Context: an optimization exercise on an open-source flow, tuned for a short achievable clock period and few clock cycles. The choices shown serve that exercise and are no tape-out recipe. Where RTL was checked, it was by simulation tests only, not by an equivalence proof against the original. For runs 2 and 3, only the layout was checked, not whether the RTL still works. In every run shown here, the design's own scripts or RTL, not TritonCTS, make the clock network. The clock port is modelled as an ideal driver, which makes a skipped or thinned clock tree look cheaper than it is; a real chip needs a root buffer or a tree. Power figures rest on the tool's default switching activity, not on a simulated workload.

File: flow/constraint.sdc
create_clock -name core_clock -period 5.0 [get_ports {ACLK}]
set_input_delay 1.0000 -clock core_clock [delete_from_list [all_inputs] [get_ports {ACLK}]]
set_output_delay 1.0000 -clock core_clock [all_outputs]
set_load 0.01 [all_outputs]
File: flow/flow/run.sh
#!/bin/bash
# Layout: the standard flow (standard.sh), except at CTS: ORFS's CTS step
# sources flow/clocktree.tcl before its own clock_tree_synthesis call
# (PRE_CTS_TCL). That script moves each output port's buffer and register
# next to the port (flow/iomove.tcl), then builds the clock tree in place of
# TritonCTS.
set -euo pipefail
export PRE_CTS_TCL="$PWD/flow/clocktree.tcl"
bash standard.sh finish > standard.log 2>&1
File: flow/flow/iomove.tcl
# Output ports: move each port's buffer to the port and the register that
# drives it next to the buffer, so the clock-to-output path has short wires.
proc io_center {bb} {
  return [list [expr {([$bb xMin] + [$bb xMax]) / 2}] [expr {([$bb yMin] + [$bb yMax]) / 2}]]
}
proc io_driver {net} {
  foreach it [$net getITerms] {
    if {[$it isOutputSignal]} { return [$it getInst] }
  }
  return ""
}
proc io_put {inst x y} {
  set m [$inst getMaster]
  set core [[ord::get_db_block] getCoreArea]
  set w [$m getWidth]; set h [$m getHeight]
  set x [expr {$x - $w / 2}]; set y [expr {$y - $h / 2}]
  set x [expr {max([$core xMin], min([$core xMax] - $w, $x))}]
  set y [expr {max([$core yMin], min([$core yMax] - $h, $y))}]
  $inst setLocation $x $y
  $inst setPlacementStatus PLACED
}
proc io_move_outputs {} {
  set block [ord::get_db_block]
  set core [$block getCoreArea]
  set moved 0
  foreach bt [$block getBTerms] {
    if {[$bt getIoType] != "OUTPUT"} { continue }
    set buf [io_driver [$bt getNet]]
    if {$buf eq ""} { continue }
    set in [$buf findITerm A]
    if {$in eq "NULL" || [$in getNet] eq "NULL"} { continue }
    set reg [io_driver [$in getNet]]
    if {$reg eq "" || ![[$reg getMaster] isSequential]} { continue }
    lassign [io_center [$bt getBBox]] px py
    # inward direction from the nearest die edge
    set dx 0; set dy 0
    if {$px <= [$core xMin]} { set dx 1 } elseif {$px >= [$core xMax]} { set dx -1 } elseif {$py <= [$core yMin]} { set dy 1 } else { set dy -1 }
    set step 4000
    io_put $buf [expr {$px + $dx * $step}] [expr {$py + $dy * $step}]
    io_put $reg [expr {$px + $dx * 3 * $step}] [expr {$py + $dy * 3 * $step}]
    incr moved
  }
  puts "iomove: moved $moved output buffers and registers"
}
io_move_outputs
File: flow/flow/clocktree.tcl
# Clock tree for this design, built here in place of TritonCTS: the clock
# port drives a few inverters, each of which drives a group of leaf
# inverters, each of which drives the clock pins of a group of nearby
# registers. Two inverting levels, so the registers see the clock's own
# polarity; groups are made by recursive bisection of the register
# positions, so every register sits behind the same two cells.
if {![info exists ::ctree_l1]} { set ::ctree_l1 4 }
if {![info exists ::ctree_l2]} { set ::ctree_l2 32 }
if {![info exists ::ctree_l1_cell]} { set ::ctree_l1_cell sky130_fd_sc_hd__clkinv_16 }
if {![info exists ::ctree_l2_cell]} { set ::ctree_l2_cell sky130_fd_sc_hd__clkinv_8 }

proc ctree_split {items n} {
  # items: list of {x y iterm}; returns n groups (n a power of two)
  if {$n <= 1} { return [list $items] }
  set xs {}; set ys {}
  foreach it $items { lappend xs [lindex $it 0]; lappend ys [lindex $it 1] }
  set xs [lsort -integer $xs]; set ys [lsort -integer $ys]
  set dx [expr {[lindex $xs end] - [lindex $xs 0]}]
  set dy [expr {[lindex $ys end] - [lindex $ys 0]}]
  set k [expr {$dx >= $dy ? 0 : 1}]
  set sorted [lsort -integer -index $k $items]
  set h [expr {[llength $sorted] / 2}]
  set a [lrange $sorted 0 [expr {$h - 1}]]
  set b [lrange $sorted $h end]
  return [concat [ctree_split $a [expr {$n / 2}]] [ctree_split $b [expr {$n / 2}]]]
}

proc ctree_center {items} {
  set sx 0; set sy 0
  foreach it $items { set sx [expr {$sx + [lindex $it 0]}]; set sy [expr {$sy + [lindex $it 1]}] }
  set n [llength $items]
  return [list [expr {$sx / $n}] [expr {$sy / $n}]]
}

proc ctree_place {inst xy} {
  set m [$inst getMaster]
  set x [expr {[lindex $xy 0] - [$m getWidth] / 2}]
  set y [expr {[lindex $xy 1] - [$m getHeight] / 2}]
  $inst setLocation $x $y
  $inst setPlacementStatus PLACED
}

proc ctree_build {} {
  set db [ord::get_db]
  set block [ord::get_db_block]
  set clk_port [$block findBTerm ACLK]
  set clk_net [$clk_port getNet]
  set items {}
  foreach it [$clk_net getITerms] {
    set bb [[$it getInst] getBBox]
    lappend items [list [expr {([$bb xMin] + [$bb xMax]) / 2}] [expr {([$bb yMin] + [$bb yMax]) / 2}] $it]
  }
  $clk_net setSigType CLOCK
  puts "ctree: [llength $items] clock pins, $::ctree_l1 x [expr {$::ctree_l2 / $::ctree_l1}] leaf groups"
  set m1 [$db findMaster $::ctree_l1_cell]
  set m2 [$db findMaster $::ctree_l2_cell]
  set per [expr {$::ctree_l2 / $::ctree_l1}]
  set top [ctree_split $items $::ctree_l1]
  set j 0
  foreach g1 $top {
    set i1 [odb::dbInst_create $block $m1 "ctree_l1_$j"]
    set n1 [odb::dbNet_create $block "ctree_n1_$j"]
    $n1 setSigType CLOCK
    [$i1 findITerm A] connect $clk_net
    [$i1 findITerm Y] connect $n1
    set leaves [ctree_split $g1 $per]
    set centers {}
    set i 0
    foreach g2 $leaves {
      set name "${j}_$i"
      set i2 [odb::dbInst_create $block $m2 "ctree_l2_$name"]
      set n2 [odb::dbNet_create $block "ctree_n2_$name"]
      $n2 setSigType CLOCK
      [$i2 findITerm A] connect $n1
      [$i2 findITerm Y] connect $n2
      foreach it $g2 {
        set t [lindex $it 2]
        $t disconnect
        $t connect $n2
      }
      set c [ctree_center $g2]
      ctree_place $i2 $c
      lappend centers [list [lindex $c 0] [lindex $c 1] {}]
      incr i
    }
    ctree_place $i1 [ctree_center $centers]
    incr j
  }
}

source [file join [file dirname $::env(PRE_CTS_TCL)] iomove.tcl]
ctree_build
# power pins of the new cells, as the floorplan's rules connect every cell's
global_connect
# the resizer must leave the tree as built
foreach inst [[ord::get_db_block] getInsts] {
  if {[string match ctree_* [$inst getName]]} { $inst setDoNotTouch 1 }
}
foreach net [[ord::get_db_block] getNets] {
  if {[string match ctree_* [$net getName]]} { $net setDoNotTouch 1 }
}
[[[ord::get_db_block] findBTerm ACLK] getNet] setDoNotTouch 1
set_propagated_clock [all_clocks]
# the tree above stands in for TritonCTS
proc clock_tree_synthesis {args} { puts "clock_tree_synthesis skipped: tree built by PRE_CTS_TCL" }
File: flow/design.v
module mover(
    input MOVE_START,
    input[7:0] MOVE_NUM,
    input[31:0] SOURCE_ADDR,
    input[31:0] DEST_ADDR,
    output MOVE_DONE,
    output reg RD_START,
    output reg [31:0] RD_ADDR,
    input[127:0] RD_DATA,
    input RD_DONE,
    output reg WR_START,
    output reg [31:0] WR_ADDR,
    output reg [127:0] WR_DATA,
    input WR_DONE,
    input ACLK,
    input ARESETN
);
    localparam integer CAP = 4;
    reg [127:0]   mem [0:CAP-1];
    reg [CAP-1:0] wsel;         
    reg [CAP-1:0] rsel;         
    reg [CAP-1:0] cnt;          
    reg [CAP-1:0] occ;          
    reg [7:0]     rd_left;      
    reg           rd_lz;        
    reg           rd_hz;        
    reg           rd_first;     
    reg           rd_ok;        
    reg           rd_busy;      
    reg           wr_busy;      
    reg [7:0]     wr_left;      
    reg           wr_lz;        
    reg           wr_hz;        
    reg           wr_done_d;    
    reg           rd_req_n;     
    reg           wr_req_n;     
    reg           done_r;
    reg [31:0]    rd_addr_q;    
    reg [31:0]    wr_addr_q;    
    reg           rd_req_d;     
    reg           wr_req_d;     
    reg           rd_cy;        
    reg           wr_cy;
    assign MOVE_DONE = done_r;
    wire rd_req = ~rd_req_n;
    wire wr_req = ~wr_req_n;
    reg [127:0] head;
    integer i;
    always @(*) begin
        head = 128'd0;
        for (i = 0; i < CAP; i = i + 1)
            head = head | (mem[i] & {128{rsel[i]}});
    end
    wire nonempty = cnt[0];
    wire full     = cnt[CAP-1];
    wire wr_free  = ~wr_busy | WR_DONE;
    wire rd_go    = MOVE_START | (rd_ok & (~rd_busy | RD_DONE));
    wire wr_go    = wr_free & (nonempty | RD_DONE);
    wire cnt_up   = RD_DONE & ~wr_free;
    wire cnt_dn   = ~RD_DONE & wr_free & nonempty;
    wire occ_room = (rd_req & ~wr_req) ? ~occ[CAP-2] :
                    (wr_req & ~rd_req) ? 1'b1 : ~occ[CAP-1];
    wire [3:0] rd_lo_m1 = rd_left[3:0] - 4'd1;
    wire [3:0] rd_hi_m1 = rd_left[7:4] - 4'd1;
    wire [3:0] wr_lo_m1 = wr_left[3:0] - 4'd1;
    wire [3:0] wr_hi_m1 = wr_left[7:4] - 4'd1;
    wire rd_more  = rd_req ? (~rd_hz | (rd_left[3:1] != 3'd0)) : ~(rd_hz & rd_lz);
    wire wr_last  = wr_hz & (wr_left[3:0] == 4'd1);
    reg [31:0] rd_addr_nx, wr_addr_nx;
    always @(*) begin
        rd_addr_nx = rd_addr_q;
        if (MOVE_START)
            rd_addr_nx = SOURCE_ADDR;
        else if (rd_req)
            rd_addr_nx[17:4] = rd_addr_q[17:4] + 14'd1;
        else if (rd_req_d)
            rd_addr_nx[31:18] = rd_addr_q[31:18] + {13'd0, rd_cy};
        wr_addr_nx = wr_addr_q;
        if (rd_first)
            wr_addr_nx = DEST_ADDR;
        else if (wr_req)
            wr_addr_nx[17:4] = wr_addr_q[17:4] + 14'd1;
        else if (wr_req_d)
            wr_addr_nx[31:18] = wr_addr_q[31:18] + {13'd0, wr_cy};
    end
    always @(posedge ACLK) begin
        for (i = 0; i < CAP; i = i + 1)
            if (wsel[i] & ~full) mem[i] <= RD_DATA;
        WR_DATA <= nonempty ? head : RD_DATA;
    end
    always @(posedge ACLK or negedge ARESETN) begin
        if (!ARESETN) begin
            RD_START  <= 1'b0;
            WR_START  <= 1'b0;
            rd_req_n  <= 1'b1;
            wr_req_n  <= 1'b1;
            done_r    <= 1'b0;
            wsel      <= {{(CAP-1){1'b0}}, 1'b1};
            rsel      <= {{(CAP-1){1'b0}}, 1'b1};
            cnt       <= {CAP{1'b0}};
            occ       <= {CAP{1'b0}};
            rd_left   <= 8'd0;
            rd_lz     <= 1'b1;
            rd_hz     <= 1'b1;
            rd_first  <= 1'b0;
            rd_ok     <= 1'b0;
            rd_busy   <= 1'b0;
            wr_busy   <= 1'b0;
            wr_left   <= 8'd0;
            wr_lz     <= 1'b1;
            wr_hz     <= 1'b1;
            wr_done_d <= 1'b0;
            rd_addr_q <= 32'd0;
            wr_addr_q <= 32'd0;
        end else begin
            RD_START  <= rd_go;
            WR_START  <= wr_go;
            rd_req_n  <= ~rd_go;
            wr_req_n  <= ~wr_go;
            done_r    <= WR_DONE & wr_last;
            rd_busy   <= rd_go | (rd_busy & ~RD_DONE);
            wr_busy   <= wr_go | (wr_busy & ~WR_DONE);
            if (rd_req & ~wr_req)
                occ <= {occ[CAP-2:0], 1'b1};
            else if (wr_req & ~rd_req)
                occ <= {1'b0, occ[CAP-1:1]};
            if (cnt_up)
                cnt <= {cnt[CAP-2:0], 1'b1};
            else if (cnt_dn)
                cnt <= {1'b0, cnt[CAP-1:1]};
            if (RD_DONE) wsel <= {wsel[CAP-2:0], wsel[CAP-1]};
            if (wr_go)   rsel <= {rsel[CAP-2:0], rsel[CAP-1]};
            rd_first  <= MOVE_START;
            if (MOVE_START) begin
                rd_left <= MOVE_NUM;
                rd_lz   <= (MOVE_NUM[3:0] == 4'd0);
                rd_hz   <= (MOVE_NUM[7:4] == 4'd0);
            end else if (rd_req) begin
                rd_left[3:0] <= rd_lo_m1;
                rd_lz        <= (rd_left[3:0] == 4'd1);
                if (rd_lz) begin
                    rd_left[7:4] <= rd_hi_m1;
                    rd_hz        <= (rd_left[7:4] == 4'd1);
                end
            end
            rd_ok     <= rd_more & (occ_room | wr_go);
            wr_done_d <= WR_DONE;
            if (rd_first) begin
                wr_left <= MOVE_NUM;
                wr_lz   <= (MOVE_NUM[3:0] == 4'd0);
                wr_hz   <= (MOVE_NUM[7:4] == 4'd0);
            end else if (wr_done_d) begin
                wr_left[3:0] <= wr_lo_m1;
                wr_lz        <= (wr_left[3:0] == 4'd1);
                if (wr_lz) begin
                    wr_left[7:4] <= wr_hi_m1;
                    wr_hz        <= (wr_left[7:4] == 4'd1);
                end
            end
            rd_addr_q <= rd_addr_nx;
            wr_addr_q <= wr_addr_nx;
        end
    end
    always @(posedge ACLK) begin
        rd_req_d <= rd_req;
        wr_req_d <= wr_req;
        if (rd_req) rd_cy <= &rd_addr_q[17:4];
        if (wr_req) wr_cy <= &wr_addr_q[17:4];
        RD_ADDR  <= rd_addr_nx;
        WR_ADDR  <= wr_addr_nx;
    end
endmodule
File: flow/standard.sh
#!/bin/bash
# synth_recipe.tcl (not shown) runs the flow's synth.tcl, then flattens the netlist and writes it again
# the make line also repeats each setting of config.mk as NAME=value (left out here)
make -C /OpenROAD-flow-scripts/flow DESIGN_CONFIG=/design/flow/config.mk WORK_HOME=/design/flow/orfs CLKGATE_MAP_FILE= SYNTH_SCRIPT=/design/flow/synth_recipe.tcl "${@:-finish}"
File: flow/config.mk
export PLATFORM = sky130hd
export DESIGN_NAME = mover
export DESIGN_NICKNAME = mover
export VERILOG_FILES = /design/flow/design.v
export SDC_FILE = /design/flow/constraint.sdc
export NUM_CORES = 4
export LEC_CHECK = 0
export CAP_MARGIN = 20
export CORE_AREA = 6 6 254 254
export DIE_AREA = 0 0 260 260
export SETUP_SLACK_MARGIN = 3.3
export SLEW_MARGIN = 20
==> flow_metrics.py, run 1 <==
metrics = {
    "worst_setup_path": {
        "number_of_cell_instances_on_the_worst_register_to_register_path": 5,
        "crit_required_ps": 4000,
        "timing.critical_path.fanout_max": 1,
        "crit-reg2reg-launch": "wr_req_n$_DFF_PN1_",
        "r2r_end": "wr_addr_q[29]$_DFF_PN0_",
        "reg2reg_setup_slack_ps": 3280,
        "endpoint_kind": "output port",
        "critical_path_arrival_ps": 780,
        "critical_path.slowest_cell": "sky130_fd_sc_hd__dfrtp_1",
        "cpLargestDelayFamily": "flip-flops",
        "worstSetupStartpointType": "flop",
        "timing.critical_path.cells": "buf_2",
        "cp_slowest_stage_delay_ps": 380,
        "worstSetupPathType": "flop to output port",
        "cp.buffers_inverters": 1,
    },
    "detailed_routing": {
        "detail_route.first_pass.iterations": 5,
        "remaining_antenna_violation_count": 0,
        "drc": 0,
        "drtIter0Drc": 1323,
        "wire_per_inst_um": 25.18,
        "drt_wl_total_mm": 76.96,
        "vias_per_cell": 5.675,
        "vias": 17340,
    },
    "global_routing": {
        "grt_pass1_wl_mm": 113.6,
        "grt_overflow": 0,
        "grt_antenna_before_repair": 38,
        "grt_max_degree": 95,
        "grt_pass1_vias": 17800,
        "total_routing_usage_reported_by_global_routing_pct": 21.54,
    },
    "synth": {
        "post_synth_main_area_contributors": "sky130_fd_sc_hd__edfxtp_1 (54%), sky130_fd_sc_hd__dfxtp_1 (14%), sky130_fd_sc_hd__dfrtp_1 (8.9%)",
        "synth.lib_cells_used.distinct": 55,
        "synth_cells": 1871,
        "cell_taking_the_most_area_after_synthesis": "sky130_fd_sc_hd__edfxtp_1",
        "synthesis.area_mm2": 0.02860,
        "mean_area_per_synthesized_cell_um2": 15.29,
        "yosysWarningCount": 2,
        "yosys_most_used_dff": "sky130_fd_sc_hd__edfxtp_1",
        "post-synth-top-area-fraction_pct": 53.96,
        "mappedNetlistNets": 2092,
        "synth_sequential_area_ratio_pct": 77.20,
        "async_flop_share_pct": 13.45,
        "synth_seq_cells": 818,
        "synth_enable_flop_cells": 514,
    },
    "sta": {
        "max_freq_ghz": 0.5625,
        "final-max-slew-violation-count": 0,
        "worst_relative_slew_slack_pct": 56.94,
        "finalHoldViolCount": 0,
        "skew_ps": 22.14,
        "setup_violations": 0,
        "fin_setup_tns_ps": 0,
        "postLayoutSetupSlackWorst_ps": 3222,
        "share_of_the_cycle_needed_by_the_critical_path_after_routing_pct": 35.56,
        "grt_setup_unrepaired": "yes",
        "finalWorstPathRequiredPeriod_ps": 1778,
        "tightestPinTransition_ps": 645.9,
    },
    "worst_hold_path": {
        "timing.hold.worst_endpoint": "rd_req_n$_DFF_PN1_",
        "timing.hold.worst.class": "flop to flop",
        "hold_path.startpoint": "rd_ok$_DFF_PN0_",
        "min_delay_path_depth": 1,
    },
    "cts": {
        "worstSkewPairLatency_ps": 260,
        "cts.clk_slew.worst_paths_ps": 110,
    },
    "floorplan": {
        "dieArea_mm2": 0.06760,
        "floorplan.core_area_mm2": 0.06058,
        "die-width_um": 260,
        "floorplan.initialDensity_pct": 47.21,
        "row_count": 90,
        "io-pin-count": 400,
        "die_h_um": 260,
    },
    "finish": {
        "area_growth_syn_to_layout_pct": 23.95,
        "drive_above_1_share_pct": 26.02,
        "layout.cells.most_common_list": "sky130_fd_sc_hd__edfxtp_1 (514), sky130_fd_sc_hd__a22oi_1 (257), sky130_fd_sc_hd__clkdlybuf4s50_1 (160), sky130_fd_sc_hd__buf_6 (159), sky130_fd_sc_hd__dfxtp_2 (148)",
        "final_nets": 2483,
        "layout.cells.most_common": "sky130_fd_sc_hd__edfxtp_1",
    },
    "power_and_ir_drop": {
        "vdd_drop_max_mv": 0.3229,
        "clock_power_share_pct": 20.1,
        "p_int_w": 0.008956,
        "comb_power_share_pct": 15.9,
        "total_switching_power_w": 0.003488,
        "swShare_pct": 28.03,
        "p_leak_nw": 12.15,
        "seqPwrFrac_pct": 64.0,
        "power_w": 0.01244,
        "cellPowerDensity_mw_per_mm2": 351.0,
    },
    "placement": {
        "placer_s_final_routability_congestion_estimate": 0.7805,
        "placement_stage_worst_setup_slack_ps": 2382,
        "io_buffers": 399,
        "dpl.hpwl_mm": 40.91,
    },
    "job": {
        "cap_violations": 0,
    },
    "run_status": {
        "status": "complete, no violations",
    },
}
## synth_stat cells (26+ instances only)
cell type                  number
sky130_fd_sc_hd__edfxtp_1     514
sky130_fd_sc_hd__nand2_1       91
sky130_fd_sc_hd__mux2_2        29
sky130_fd_sc_hd__a22oi_1      257
sky130_fd_sc_hd__a31oi_1      128
sky130_fd_sc_hd__xnor2_1       36
sky130_fd_sc_hd__nor2_1       146
sky130_fd_sc_hd__clkbuf_1      65
sky130_fd_sc_hd__o21ai_0       39
sky130_fd_sc_hd__dfrtp_1      102
sky130_fd_sc_hd__buf_2         26
sky130_fd_sc_hd__o21ai_1       28
sky130_fd_sc_hd__dfxtp_1      194
## worst max path at each step
stage	slack, ps	from	cells past startpoint	endpoint
after floorplan	2120	wsel[0]$_DFFE_PN1P_	1	mem[0][0]$_DFFE_PP_
after global placement	2380	MOVE_START	3	rd_addr_q[2]$_DFF_PN0_
after detailed placement	2380	MOVE_START	3	rd_addr_q[1]$_DFF_PN0_
after CTS	3200	RD_DATA[127]	3	WR_DATA[127]$_DFF_P_
after global routing	3180	RD_START$_DFF_PN0_	1	RD_START
final	3220	done_r$_DFF_PN0_	1	MOVE_DONE
## through the flow
step                cell area [um^2]  instances  utilization, %  hold slack, ps
global route                   35440       3050           58.50           434.0
finish                         35450       3056           58.52           415.2
detailed placement             33460       2964           55.23           418.1
CTS                            34800       3038           57.44           436.6
global placement               33460       2964           55.23           432.5
floorplan                      28690       1871               -           393.7
## state kept, by name, summed over array words and instances, names as in the netlist, 4 cells and up
| name | cells |
|---|---|
| RD_ADDR | 32 |
| WR_ADDR | 32 |
| WR_DATA | 128 |
| cnt | 4 |
| mem | 512 |
| occ | 4 |
| rd_addr_q | 32 |
| rd_left | 8 |
| rsel | 4 |
| wr_addr_q | 32 |
| wr_left | 8 |
| wsel | 4 |
## power groups by stage
stage | Clock [W] | Combinational (W) | Sequential (W)
floorplan | 0 | 0.000587 | 0.00808
global placement | 0 | 0.00174 | 0.00804
detailed placement | 0 | 0.00176 | 0.00804
CTS | 0.00258 | 0.00187 | 0.00792
global route | 0.00285 | 0.00212 | 0.00800
finish | 0.00250 | 0.00198 | 0.00796
## what timing repair did
action,4_1_cts,5_1_grt
pin swaps,8,8
hold buffers,0,0
resized for setup,1107,149
gates cloned,2,1
setup endpoints to repair,807,293
buffers inserted,36,3
## per-layer routing
metal,global-route usage [%],up-vias,share of wire [%]
li1,-,7908,-
met1,29.94,8770,42
met2,36.16,521,49
met3,3.773,117,6.5
met4,4.140,28,1.9
met5,0,-,0.25
## kinds of logic (layout without fill, tap and decap cells)
group,count (synthesis),count (layout),synth area share [%]
simple gates,335,335,5.718
mux,38,38,1.457
buf+inv,132,521,1.885
fa+ha+maj,16,16,0.6999
flops,818,818,77.20
other cells,0,14,0
xor+xnor,59,59,1.807
compound gates,473,473,11.23
## layout make-up
type	count	area (um^2)
inverter	60	730.7
sequential	818	22300
multi-input combinational	921	6565
timing repair buffer	461	4847
antenna	14	35.03
fill	4543	25130
tap	782	978.4
Testbench counts, summed over its fixed seeds: cycles 78,189.
==> inputs of run 2 (changes only) <==
--- a/flow/design.v
+++ b/flow/design.v
@@ -15,7 +15,7 @@
     input ACLK,
     input ARESETN
 );
-    localparam integer CAP = 4;
+    localparam integer CAP = 5;
     reg [127:0]   mem [0:CAP-1];
     reg [CAP-1:0] wsel;         
     reg [CAP-1:0] rsel;         
==> flow_metrics.py, run 2 <==
metrics = {
    "power_and_ir_drop": {
        "cellPowerDensity_mw_per_mm2": 352.6,
        "power_w": 0.01420,
        "p_leak_nw": 13.77,
        "vdd_drop_max_mv": 0.2725,
    },
    "placement": {
        "placement_stage_worst_setup_slack_ps": 2284,
        "placer_s_final_routability_congestion_estimate": 0.7841,
        "io_buffers": 399,
        "dpl.hpwl_mm": 45.12,
    },
    "cts": {
        "cts.clk_slew.worst_paths_ps": 110,
        "worstSkewPairLatency_ps": 280,
        "cts-hold-fix-buffers": 0,
    },
    "floorplan": {
        "floorplan.core_area_mm2": 0.06058,
        "floorplan.initialDensity_pct": 54.46,
        "dieArea_mm2": 0.06760,
        "die-width_um": 260,
        "io-pin-count": 400,
        "row_count": 90,
        "die_h_um": 260,
    },
    "worst_setup_path": {
        "cp.depth": 1,
        "critical_path.slowest_cell": "sky130_fd_sc_hd__dfrtp_1",
        "number_of_cell_instances_on_the_worst_register_to_register_path": 3,
        "timing.critical_path.cells": "buf_2",
        "timing.critical_path.fanout_max": 1,
        "worstSetupPathType": "flop to output port",
        "crit_required_ps": 4000,
        "cp_slowest_stage_delay_ps": 390,
        "endpoint_kind": "output port",
        "critical_path_arrival_ps": 790,
        "cpLargestDelayFamily": "flip-flops",
        "worstSetupStartpointType": "flop",
        "cp.buffers_inverters": 1,
    },
    "global_routing": {
        "grt_antenna_before_repair": 39,
        "total_routing_usage_reported_by_global_routing_pct": 24.12,
        "grt_max_degree": 96,
        "grt_pass1_wl_mm": 125.8,
        "grt_overflow": 0,
        "grt_pass1_vias": 19830,
    },
    "synth": {
        "synthesis.area_mm2": 0.03300,
        "yosysWarningCount": 2,
        "synth_seq_cells": 950,
        "mappedNetlistNets": 2250,
        "synthTopCellsByCount": "sky130_fd_sc_hd__edfxtp_1 (642), sky130_fd_sc_hd__dfxtp_1 (194), sky130_fd_sc_hd__nor2_1 (147)",
        "cell_taking_the_most_area_after_synthesis": "sky130_fd_sc_hd__edfxtp_1",
        "synth.lib_cells_used.distinct": 55,
        "synth.most_common_cell": "sky130_fd_sc_hd__edfxtp_1",
        "post-synth-top-area-fraction_pct": 58.43,
        "synth_sequential_area_ratio_pct": 78.87,
        "synth_enable_flop_cells": 642,
        "async_flop_share_pct": 12.00,
        "synth_cells": 2029,
        "yosys_most_used_dff": "sky130_fd_sc_hd__edfxtp_1",
        "post_synth_main_area_contributors": "sky130_fd_sc_hd__edfxtp_1 (58%), sky130_fd_sc_hd__dfxtp_1 (12%), sky130_fd_sc_hd__dfrtp_1 (8.0%)",
        "mean_area_per_synthesized_cell_um2": 16.26,
    },
    "finish": {
        "largest_register_ff_count": 640,
        "area_growth_syn_to_layout_pct": 22.01,
        "layout.cells.most_common_list": "sky130_fd_sc_hd__edfxtp_1 (642), sky130_fd_sc_hd__buf_6 (155), sky130_fd_sc_hd__nor2_1 (147), sky130_fd_sc_hd__dfxtp_2 (145), sky130_fd_sc_hd__clkdlybuf4s50_1 (139)",
        "reg.largest.list": "mem (640), WR_DATA (128)",
        "layout.cells.most_common": "sky130_fd_sc_hd__edfxtp_1",
        "utilization_pct": 66.45,
        "largest_reg_by_ff_count": "mem",
        "drive_above_1_share_pct": 25.34,
        "final_nets": 2642,
    },
    "sta": {
        "share_of_the_cycle_needed_by_the_critical_path_after_routing_pct": 35.87,
        "finalWorstPathRequiredPeriod_ps": 1794,
        "skew_ps": 27.98,
        "postLayoutSetupSlackWorst_ps": 3206,
        "max_freq_ghz": 0.5575,
        "tightestPinTransition_ps": 750.2,
        "worst_relative_slew_slack_pct": 49.99,
        "grt_setup_unrepaired": "yes",
        "fin_setup_tns_ps": 0,
        "setup_violations": 0,
        "final-max-slew-violation-count": 0,
        "finalHoldViolCount": 0,
    },
    "detailed_routing": {
        "remaining_antenna_violation_count": 0,
        "drc": 0,
        "detail_route.first_pass.iterations": 6,
        "drtIter0Drc": 1946,
        "vias_per_cell": 6.083,
        "vias": 19580,
        "drt_wl_total_mm": 86.88,
        "wire_per_inst_um": 26.99,
    },
    "job": {
        "cap_violations": 0,
    },
    "worst_hold_path": {
        "timing.hold.worst.class": "flop to flop",
        "min_delay_path_depth": 1,
    },
    "run_status": {
        "status": "complete, no violations",
    },
}
[run 2: cell types whose count changed in the layout (fill, tap and decap cells not counted), sizes merged, moves of 4 or more]
cell           before  now
dfrtp             102  106
a222oi              0  128
dlymetal6s2s       18   27
clkbuf              3   10
diode              14   18
clkdlybuf4s50     160  139
buf               257  268
edfxtp            514  642
a22oi             257  129
dlygate4sd2        19   31
[run 2: final timing paths]
check                                     endpoint               start  slack, ps
hold reg to reg                 rd_req_n$_DFF_PN1_     rd_ok$_DFF_PN0_        460
setup / recovery                         MOVE_DONE    done_r$_DFF_PN0_       3210
min in group asynchronous  rd_addr_q[26]$_DFF_PN0_             ARESETN        660
hold / removal                  rd_req_n$_DFF_PN1_     rd_ok$_DFF_PN0_        460
setup reg to reg              mem[0][69]$_DFFE_PP_  cnt[4]$_DFFE_PN0P_       3220
max in group asynchronous        wr_hz$_DFFE_PN1P_             ARESETN       3480
[run 2: cell type report]
cell class | count | area, um^2
fillers | 4102 | 20330
inverters | 59 | 726.9
multi-input cells | 932 | 7049
flip-flops and latches | 950 | 26240
well taps | 782 | 978.4
diodes | 18 | 45.04
repair buffers | 478 | 5216
[run 2: cells by family after synthesis]
kind of cell | count (synthesis) | synth area share, %
buffers and inverters | 148 | 1.786
xor gates and xnor gates | 59 | 1.566
muxes | 40 | 1.327
DFF | 950 | 78.87
and+or+nand+nor | 341 | 5.062
adders and majority gates | 16 | 0.6067
AOI/OAI and AO/OA | 475 | 10.78
[run 2: report_power, final]
| group | internal [W] | total (W) | leakage (nW) | switching (W) |
|---|---|---|---|---|
| Combinational | 0.00108 | 0.00222 | 4.73 | 0.00114 |
| Sequential | 0.00892 | 0.00925 | 8.78 | 0.000333 |
| Clock | 0.000329 | 0.00272 | 0.266 | 0.00240 |
| Total | 0.0103 | 0.0142 | 13.8 | 0.00387 |
[run 2: what timing repair did]
item	4_1_cts	5_1_grt
buffers inserted	26	16
gates cloned	4	8
resized for setup	1153	163
pin swaps	9	20
endpoints found under the setup margin	708	560
[run 2: per-stage QoR]
step           cells  hold slack (ps)  instance area, um^2
2_1_floorplan   2029            393.7                33120
3_3_place_gp    3111            436.8                37830
3_5_place_dp    3111            441.6                37830
4_1_cts         3177            460.4                39290
5_1_grt         3213            465.9                40240
6_report        3219            459.3                40260
[run 2: per-layer routing]
metal	vias to the layer above	routed length [um]	global-route usage, %
met2	675	43630	40.81
met5	-	171	0
li1	8792	-	-
met1	9946	34790	32.93
met4	26	1930	5.245
met3	142	6362	4.617
==> inputs of run 3 (changes only) <==
--- a/flow/design.v
+++ b/flow/design.v
@@ -15,7 +15,7 @@
     input ACLK,
     input ARESETN
 );
-    localparam integer CAP = 5;
+    localparam integer CAP = 4;
     reg [127:0]   mem [0:CAP-1];
     reg [CAP-1:0] wsel;         
     reg [CAP-1:0] rsel;         
@@ -37,6 +37,8 @@
     reg           done_r;
     reg [31:0]    rd_addr_q;    
     reg [31:0]    wr_addr_q;    
+    reg           rd_req_a;     
+    reg           wr_req_a;     
     reg           rd_req_d;     
     reg           wr_req_d;     
     reg           rd_cy;        
@@ -71,14 +73,14 @@
         rd_addr_nx = rd_addr_q;
         if (MOVE_START)
             rd_addr_nx = SOURCE_ADDR;
-        else if (rd_req)
+        else if (rd_req_a)
             rd_addr_nx[17:4] = rd_addr_q[17:4] + 14'd1;
         else if (rd_req_d)
             rd_addr_nx[31:18] = rd_addr_q[31:18] + {13'd0, rd_cy};
         wr_addr_nx = wr_addr_q;
         if (rd_first)
             wr_addr_nx = DEST_ADDR;
-        else if (wr_req)
+        else if (wr_req_a)
             wr_addr_nx[17:4] = wr_addr_q[17:4] + 14'd1;
         else if (wr_req_d)
             wr_addr_nx[31:18] = wr_addr_q[31:18] + {13'd0, wr_cy};
@@ -162,10 +164,12 @@
         end
     end
     always @(posedge ACLK) begin
-        rd_req_d <= rd_req;
-        wr_req_d <= wr_req;
-        if (rd_req) rd_cy <= &rd_addr_q[17:4];
-        if (wr_req) wr_cy <= &wr_addr_q[17:4];
+        rd_req_a <= rd_go;
+        wr_req_a <= wr_go;
+        rd_req_d <= rd_req_a;
+        wr_req_d <= wr_req_a;
+        if (rd_req_a) rd_cy <= &rd_addr_q[17:4];
+        if (wr_req_a) wr_cy <= &wr_addr_q[17:4];
         RD_ADDR  <= rd_addr_nx;
         WR_ADDR  <= wr_addr_nx;
     end
==> flow_metrics.py, run 3 <==
metrics = {
    "run_status": {
        "status": "complete, no violations",
    },
    "sta": {
        "skew_ps": 24.49,
        "finalHoldViolCount": 0,
        "setup_violations": 0,
        "share_of_the_cycle_needed_by_the_critical_path_after_routing_pct": 36.20,
        "fin_setup_tns_ps": 0,
        "max_freq_ghz": 0.5524,
        "tightestPinTransition_ps": 774.2,
        "worst_relative_slew_slack_pct": 48.15,
        "grt_setup_unrepaired": "yes",
        "finalWorstPathRequiredPeriod_ps": 1810,
        "final-max-slew-violation-count": 0,
    },
    "worst_setup_path": {
        "critical_path_arrival_ps": 810,
        "endpoint_kind": "output port",
        "timing.critical_path.cells": "buf_6",
        "crit-reg2reg-launch": "wsel[0]$_DFFE_PN1P_",
        "cp.buffers_inverters": 1,
        "worstSetupStartpoint": "done_r$_DFF_PN0_",
        "worstSetupPathType": "flop to output port",
        "cpLargestDelayFamily": "flip-flops",
        "cp_slowest_stage_delay_ps": 410,
        "crit_required_ps": 4000,
        "critical_path.slowest_cell": "sky130_fd_sc_hd__dfrtp_1",
        "timing.critical_path.fanout_max": 1,
        "worstSetupStartpointType": "flop",
    },
    "finish": {
        "largest_reg_by_ff_count": "mem",
        "utilization_pct": 58.18,
        "layout.cells.most_common": "sky130_fd_sc_hd__edfxtp_1",
        "area_growth_syn_to_layout_pct": 23.81,
        "final_nets": 2471,
        "drive_above_1_share_pct": 24.91,
        "reg.largest.list": "mem (512), WR_DATA (128)",
        "fillers": 4569,
        "final_area_mm2": 0.03525,
        "layout.cells.most_common_list": "sky130_fd_sc_hd__edfxtp_1 (514), sky130_fd_sc_hd__a22oi_1 (257), sky130_fd_sc_hd__clkdlybuf4s50_1 (151), sky130_fd_sc_hd__buf_6 (143), sky130_fd_sc_hd__dfxtp_2 (141)",
        "multi_input_area_mm2": 0.006345,
        "area.sequential_mm2": 0.02232,
        "largest_register_ff_count": 512,
    },
    "detailed_routing": {
        "drt_wl_total_mm": 75.00,
        "vias": 17220,
        "vias_per_cell": 5.662,
        "detail_route.first_pass.iterations": 7,
        "remaining_antenna_violation_count": 0,
        "wire_per_inst_um": 24.66,
        "drtIter0Drc": 1355,
        "drc": 0,
    },
    "synth": {
        "synth_cells": 1860,
        "post-synth-top-area-fraction_pct": 54.21,
        "synth.most_common_cell": "sky130_fd_sc_hd__edfxtp_1",
        "yosysWarningCount": 2,
        "synth_sequential_area_ratio_pct": 77.70,
        "mappedNetlistNets": 2081,
        "async_flop_share_pct": 13.41,
        "synth.lib_cells_used.distinct": 51,
        "mean_area_per_synthesized_cell_um2": 15.31,
        "cell_taking_the_most_area_after_synthesis": "sky130_fd_sc_hd__edfxtp_1",
        "yosys_most_used_dff": "sky130_fd_sc_hd__edfxtp_1",
        "synth_enable_flop_cells": 514,
        "synth_seq_cells": 820,
        "post_synth_main_area_contributors": "sky130_fd_sc_hd__edfxtp_1 (54%), sky130_fd_sc_hd__dfxtp_1 (14%), sky130_fd_sc_hd__dfrtp_1 (9.0%)",
        "synthesis.area_mm2": 0.02847,
        "synthTopCellsByCount": "sky130_fd_sc_hd__edfxtp_1 (514), sky130_fd_sc_hd__a22oi_1 (257), sky130_fd_sc_hd__dfxtp_1 (196)",
    },
    "cts": {
        "cts.clk_slew.worst_paths_ps": 100,
        "worstSkewPairLatency_ps": 260,
        "cts-hold-fix-buffers": 0,
    },
    "placement": {
        "io_buffers": 399,
        "cell_area_reported_after_detailed_placement_mm2": 0.03334,
        "placer_s_final_routability_congestion_estimate": 0.8001,
        "dpl.hpwl_mm": 41.01,
    },
    "global_routing": {
        "grt_max_degree": 79,
        "grt_overflow": 0,
        "grt_antenna_before_repair": 28,
        "total_routing_usage_reported_by_global_routing_pct": 21.19,
        "grt_pass1_wl_mm": 112.2,
        "grt_pass1_vias": 17630,
    },
    "floorplan": {
        "die_h_um": 260,
        "dieArea_mm2": 0.06760,
        "io-pin-count": 400,
        "row_count": 90,
        "floorplan.core_area_mm2": 0.06058,
        "die-width_um": 260,
        "floorplan.initialDensity_pct": 47.00,
    },
    "power_and_ir_drop": {
        "p_leak_nw": 12.12,
        "cellPowerDensity_mw_per_mm2": 350.1,
        "vdd_drop_max_mv": 0.3056,
    },
    "worst_hold_path": {
        "timing.hold.worst.class": "flop to flop",
        "hold_path.startpoint": "rd_ok$_DFF_PN0_",
    },
    "job": {
        "cap_violations": 0,
    },
}
==> run 3: cell types whose count changed in the layout (fill, tap and decap cells not counted), sizes merged, moves of 6 or more <==
cell,previous run,this run
a22oi,129,257
dlygate4sd2,31,14
xor2,23,29
clkbuf,10,3
a222oi,128,0
diode,18,11
nor2,148,138
edfxtp,642,514
nand3,22,15
buf,268,253
clkdlybuf4s50,139,151
==> run 3: per-layer routing <==
metal  global-route usage [%]  vias up  routed length, um
li1                         -     7874                  -
met2                    36.60      469              37820
met4                    2.726       24               1154
met5                        0        -                158
met1                    29.52     8756              31650
met3                    3.172       96               4220
==> run 3: final timing paths <==
path,endpoint,slack [ps],depth (start not counted)
max,MOVE_DONE,3190,1
min,rd_req_n$_DFF_PN1_,430,1
max reg2reg,mem[0][126]$_DFFE_PP_,3330,1
min reg2reg,rd_req_n$_DFF_PN1_,430,1
max in group asynchronous,rsel[2]$_DFFE_PN0N_,3490,2
min in group asynchronous,rd_addr_q[2]$_DFF_PN0_,670,1
==> run 3: cell families after synthesis <==
logic type	share of synthesized area, %
buf+inv	1.775
mux	1.424
fa+ha+maj	0.7031
flops	77.70
compound gates	11.27
xor+xnor	1.846
simple gates	5.287
==> run 3: power by group <==
group	switching (W)	leakage (nW)	internal, W
clock network	0.00215	0.266	0.000325
logic	0.000971	4.26	0.000954
registers	0.000279	7.59	0.00767
total	0.00340	12.1	0.00895
==> run 3: what timing repair did <==
action / 4_1_cts / 5_1_grt
resized for setup: 1073 / 174
buffers inserted: 18 / 13
cloned: 4 / 2
pin swaps: 5 / 4
setup endpoints to repair: 891 / 531
==> run 3: area by class of cell <==
type,count,area share (%)
Inverter,54,2.009
Tap cell,782,2.776
Multi-Input combinational cell,916,18.00
Timing Repair Buffer,458,13.82
Sequential cell,820,63.32
Antenna cell,11,0.07809
==> run 3: metrics by stage <==
step	std cells	setup slack (ps)	hold WS (ps)	power [W]
finish	3041	3190	427.9	0.01234
global route	3033	3164	449.0	0.01285
CTS	3015	3129	461.2	0.01232
detailed placement	2957	2392	447.2	0.009788
global placement	2957	2436	451.1	0.009766
floorplan	1860	2124	368.9	0.008661

re-timing with driven ports:
How much do the figures lean on ideal ports? The routed layouts below were timed once more, with nothing changed but the port constraints. Step 1, drivers: a clkbuf_16 drives ACLK and a buf_2 each remaining input, both assumed. Step 2, shift: input delay + t, output delay - t, t = (earliest + latest rising clock arrival at the registers) / 2. This alone moves slack from input paths to output paths. a / b / c = ideal ports / drivers / drivers and shift; a / b = the first two.
| run | t, ns | setup WS [ns] | worst setup path after step 2 | slew at the worst register clock pin (ns) |
|---|---|---|---|---|
| run 1 | 0.522 | 3.222 / 2.953 / 2.911 | input to register | 0.11 / 0.11 |
| run 2 | 0.532 | 3.206 / 2.940 / 2.949 | input to register | 0.12 / 0.12 |
| run 3 | 0.510 | 3.190 / 2.937 / 2.934 | input to register | 0.11 / 0.12 |
After both steps every run listed still meets setup and hold. For run 1, which loses most, drivers alone change the setup slack by -0.269 ns; drivers and shift together by -0.311 ns.
